Context: an optimization exercise on an open-source flow, tuned for small area. The choices shown serve that exercise and are no tape-out recipe. At most, simulation tests tie the RTL to the original design; equivalence was not proved. Power and IR drop assume default switching activity.

==> run D: inputs <==
==> flow/design.v <==
`timescale 1ns/100ps
module UART_echo(
	input wire CLK100MHZ,
	input wire SW0, SW1, SW2,
	input wire RXD,
	output wire TXD
);
wire clk = CLK100MHZ;
wire reset = SW0;
wire isRx = SW1;
localparam [9:0] BT_P = 10'd737;
function [9:0] bt_next(input [9:0] s, input p);
	bt_next = {s[8:3], s[2] ^ p, s[1:0], s[9] ^ s[6]};
endfunction
function bt_pulse(input [9:0] s);    
	bt_pulse = s[9] & s[6] & s[5] & !s[4] & !s[3] & s[2] & !s[1] & s[0];
endfunction
localparam [3:0]
	R_INI   = 4'd4,
	R_START = 4'd5,
	R_RX0   = 4'd6,
	R_RX6   = 4'd12,
	R_STOP  = 4'd14,
	R_DONE  = 4'd15;
reg [3:0] rs;
reg [9:0] rc;
reg [7:0] cnt;
reg [7:0] D;
wire r_ini   = (rs == R_INI);
wire r_start = (rs == R_START);
wire r_rx    = (rs >= R_RX0) && (rs < R_STOP);
wire r_stop  = (rs == R_STOP);
wire r_done  = (rs == R_DONE);
wire ren_p   = bt_pulse(rc);
wire r_adv   = isRx && (r_ini ? !RXD : (r_done || ren_p));
wire [4:0] rs_inc = {1'b0, rs} + 5'd1;
always @(posedge clk, posedge reset)
	if (reset)
		rs <= R_INI;
	else if (r_adv)
		rs <= rs_inc[3:0] | {1'b0, rs_inc[4], 2'b00};
always @(posedge clk)
	if (r_ini)
		rc <= BT_P;
	else
		rc <= bt_next(rc, ren_p);
always @(posedge clk)
	if (isRx)
		cnt <= ren_p ? 8'd0 : {cnt[6:0], cnt[7] ^ cnt[5] ^ cnt[4] ^ cnt[3] ^ (cnt[6:0] == 7'd0)};
wire sample = isRx && r_rx && !ren_p && (cnt == 8'd202);
wire shift = isRx && ren_p && (rs >= R_START) && (rs <= R_RX6);
always @(posedge clk)
	if (shift)
		D <= {1'b0, D[7:1]};
	else if (sample)
		D[7] <= RXD;
reg [4:0] depth, m;
reg [3:0] j;
wire empty = (depth == 5'd0);
wire full  = depth[4];
localparam [3:0]
	T_END = 4'd4,
	T_INI = 4'd5;
reg [3:0] ts;
wire t_end = (ts == T_END);
wire t_ini = (ts == T_INI);
wire wenq = r_done && !full;
wire renq = t_end && !empty;
always @(posedge clk, posedge reset)
	if (reset) begin
		depth <= 5'd0;
		j <= 4'd0;
	end else begin
		depth <= depth + {4'd0, wenq} - {4'd0, renq};
		j <= j + {3'd0, !renq};
	end
wire [4:0] m_base = (isRx && r_stop && ren_p) ? depth : m;
always @(posedge clk)
	m <= m_base - {4'd0, renq && (m_base != 5'd0)};
wire we = (r_done || r_ini || r_start) && ({1'b0, j} >= m);
reg [15:0] ring [0:7];
integer b;
always @(posedge clk)
	for (b = 0; b < 8; b = b + 1)
		ring[b] <= {ring[b][14:0], we ? D[b] : ring[b][15]};
wire isTX = SW2 && !empty;
reg [9:0] tc;
wire ten = bt_pulse(tc);
always @(posedge clk, posedge reset)
	if (reset)
		tc <= BT_P;
	else if (isTX)
		tc <= bt_next(tc, ten);
wire t_adv = isTX && (t_ini || t_end || ten);
wire [4:0] ts_inc = {1'b0, ts} + 5'd1;
always @(posedge clk, posedge reset)
	if (reset)
		ts <= T_INI;
	else if (t_adv)
		ts <= ts_inc[3:0] | {2'b00, ts_inc[4], ts_inc[4]};
reg nextbit, databit;
reg [7:0] tap;
always @* for (b = 0; b < 8; b = b + 1) tap[b] = ring[(b + 1) % 8][15];
wire t_data_next = (ts >= 4'd7) && (ts != 4'd15);    
always @(posedge clk)
	if (t_data_next && j == 4'd0)
		nextbit <= tap[ts[2:0]];
always @(posedge clk)
	if (isTX && ten && t_data_next)
		databit <= nextbit;
assign TXD = (ts == 4'd7) ? 1'b0 : (ts[3] ? databit : 1'b1);
endmodule
`timescale 1ns/100ps
`timescale 1ns/100ps
`timescale 1ns/100ps
==> flow/flow/run.sh <==
#!/bin/bash
# The standard layout (bash standard.sh, standard synthesis included) with two
# changes passed to ORFS through its own variables:
#  - clock tree synthesis without dummy loads (ORFS's arguments otherwise);
#  - port buffers made with buf_1.
set -euo pipefail
export CTS_ARGS="-sink_clustering_enable -repair_clock_nets -dont_use_dummy_load -buf_list sky130_fd_sc_hd__clkbuf_8"
export BUFFER_PORTS_ARGS="-buffer_cell sky130_fd_sc_hd__buf_1"
bash standard.sh > standard_flow.log 2>&1
==> flow/standard.sh <==
#!/bin/bash
# synth_recipe.tcl (not shown) runs the flow's synth.tcl, then flattens the netlist and writes it again
# the make line also repeats each setting of config.mk as NAME=value (left out here)
make -C /OpenROAD-flow-scripts/flow DESIGN_CONFIG=/design/flow/config.mk WORK_HOME=/design/flow/orfs CLKGATE_MAP_FILE= SYNTH_SCRIPT=/design/flow/synth_recipe.tcl "${@:-finish}"
==> flow/config.mk <==
export PLATFORM = sky130hd
export DESIGN_NAME = UART_echo
export DESIGN_NICKNAME = UART_echo
export VERILOG_FILES = /design/flow/design.v
export SDC_FILE = /design/flow/constraint.sdc
export NUM_CORES = 4
export LEC_CHECK = 0
export CAP_MARGIN = 20
export CORE_MARGIN = 2
export CORE_UTILIZATION = 40
export CTS_BUF_LIST = sky130_fd_sc_hd__clkbuf_8
export SLEW_MARGIN = 20
==> flow/constraint.sdc <==
create_clock -name core_clock -period 10.0 [get_ports {CLK100MHZ}]
set_input_delay 2.0000 -clock core_clock [delete_from_list [all_inputs] [get_ports {CLK100MHZ}]]
set_output_delay 2.0000 -clock core_clock [all_outputs]
set_load 0.01 [all_outputs]
==> inputs of run A, as changes to run D <==
--- a/flow/design.v
+++ b/flow/design.v
@@ -5,3 +5,3 @@
 	input wire RXD,
-	output wire TXD
+	output reg TXD
 );
@@ -56,9 +56,11 @@
 		D[7] <= RXD;
-reg [4:0] depth, m;
-reg [3:0] j;
-wire empty = (depth == 5'd0);
-wire full  = depth[4];
+reg [4:0] wrptr, rdptr, w0;
+reg [3:0] ph;
+wire lo_eq = (wrptr[3:0] == rdptr[3:0]);
+wire empty = lo_eq && (wrptr[4] == rdptr[4]);
+wire full  = lo_eq && (wrptr[4] != rdptr[4]);
 localparam [3:0]
-	T_END = 4'd4,
-	T_INI = 4'd5;
+	T_B9  = 4'd3,
+	T_END = 4'd5,
+	T_INI = 4'd6;
 reg [3:0] ts;
@@ -70,12 +72,16 @@
 	if (reset) begin
-		depth <= 5'd0;
-		j <= 4'd0;
+		wrptr <= 5'd0;
+		rdptr <= 5'd0;
+		ph <= 4'd0;
 	end else begin
-		depth <= depth + {4'd0, wenq} - {4'd0, renq};
-		j <= j + {3'd0, !renq};
+		if (wenq) wrptr <= wrptr + 5'd1;
+		if (renq) rdptr <= rdptr + 5'd1;
+		ph <= ph + 4'd1;
 	end
-wire [4:0] m_base = (isRx && r_stop && ren_p) ? depth : m;
 always @(posedge clk)
-	m <= m_base - {4'd0, renq && (m_base != 5'd0)};
-wire we = (r_done || r_ini || r_start) && ({1'b0, j} >= m);
+	if (isRx && r_stop && ren_p)
+		w0 <= wrptr;
+wire [4:0] nwr = wrptr - w0;
+wire [3:0] off = ph - w0[3:0];
+wire we = (r_done || r_ini || r_start) && ({1'b0, off} < nwr);
 reg [15:0] ring [0:7];
@@ -100,13 +106,17 @@
 		ts <= ts_inc[3:0] | {2'b00, ts_inc[4], ts_inc[4]};
-reg nextbit, databit;
+reg nextbit;
 reg [7:0] tap;
-always @* for (b = 0; b < 8; b = b + 1) tap[b] = ring[(b + 1) % 8][15];
-wire t_data_next = (ts >= 4'd7) && (ts != 4'd15);    
+always @* for (b = 0; b < 8; b = b + 1) tap[b] = ring[b][15];
 always @(posedge clk)
-	if (t_data_next && j == 4'd0)
+	if (t_ini)
+		nextbit <= 1'b0;
+	else if (ts == T_B9)
+		nextbit <= 1'b1;
+	else if (ts[3] && ph == rdptr[3:0])
 		nextbit <= tap[ts[2:0]];
-always @(posedge clk)
-	if (isTX && ten && t_data_next)
-		databit <= nextbit;
-assign TXD = (ts == 4'd7) ? 1'b0 : (ts[3] ? databit : 1'b1);
+always @(posedge clk, posedge reset)
+	if (reset)
+		TXD <= 1'b1;
+	else if (isTX && ten && !t_ini && !t_end)
+		TXD <= nextbit;
 endmodule
==> flow/run.sh (new file) <==
#!/bin/bash
# synth_recipe.tcl (not shown) runs the flow's synth.tcl, then flattens the netlist and writes it again
# the make line also repeats each setting of config.mk as NAME=value (left out here)
make -C /OpenROAD-flow-scripts/flow DESIGN_CONFIG=/design/flow/config.mk WORK_HOME=/design/flow/orfs CLKGATE_MAP_FILE= SYNTH_SCRIPT=/design/flow/synth_recipe.tcl finish
- CTS_CLUSTER_DIAMETER: default -> 80
- CTS_CLUSTER_SIZE: default -> 25
- HOLD_SLACK_MARGIN: default -> 0
removed: flow/flow/run.sh
removed: flow/standard.sh
==> comparison table <==
Min Hold Slack: run D 313 ps; run A 319 ps
Destination of the worst hold path: run D ring[0][6]; run A ring[0][3]
Status: run D finished clean; run A finished clean
Largest net degree at the start of global routing: run D 28; run A 34
Horiz. Die Dim: run D 122 um; run A 126 um
Fraction of registers with async set or reset after synthesis: run D 14.4%; run A 17.1%
Number of global-route vias before repair: run D 2,580; run A 2,744
Overall power of the completed layout: run D 1.49 mW; run A 1.68 mW
Post-synthesis area per instance: run D 14.4 um2; run A 14.8 um2
Clock network power consumption: run D 0.359 mW; run A 0.429 mW
Part of the power in registers: run D 65.1%; run A 61.1%
Wire length per cell after detailed routing: run D 12.4 um; run A 12.6 um
Startpoint of the worst register-to-register path: run D depth[2]; run A wrptr[0]
Area of the placeable core: run D 13,800 um2; run A 14,500 um2
Layout cells sized above 1: run D 13.9%; run A 15.7%
Post-Syn Area: run D 5590 um2; run A 5950 um2
Clock network power share: run D 24.1%; run A 25.5%
Internal power summed over all cells: run D 1.14 mW; run A 1.25 mW
Switching share of power: run D 23.6%; run A 25.9%
Number of enable-type register cells in the synthesized netlist: run D 17; run A 20
Post-synthesis sequential area ratio: run D 72.9%; run A 71.3%
Die footprint: run D 14,900 um2; run A 15,900 um2
Non-clock buffer share: run D 0.311%; run A 0.882%
Function not checked in run A: the RTL went through the layout flow alone.

[re-timing with driven ports]
No port has a modelled driver above. Below, the same layouts with a new extraction and two added sets of constraints. Step 1 sets driving cells, clkbuf_16 on the clock port and buf_2 on the other inputs (assumed; they add their load-dependent delay and slew). Step 2 times the ports against the registers' clock, not the clock port: input delays grow and output delays shrink by t, the midpoint of the rising clock arrivals with the driver on. Slacks: ideal / step 1 / step 2; pairs: ideal / step 1.
| run | t (ns) | setup WS [ns] | worst setup path at the end | clock arrival spread, ns |
|---|---|---|---|---|
| run D | 0.458 | 5.777 / 5.787 / 5.329 | input to register | 0.034 / 0.034 |
| run A | 0.471 | 6.390 / 6.402 / 5.931 | input to register | 0.014 / 0.015 |
After both steps setup and hold are still met in every run listed. For run A, which loses most, drivers alone change the setup slack by +0.012 ns; drivers and shift together by -0.459 ns.
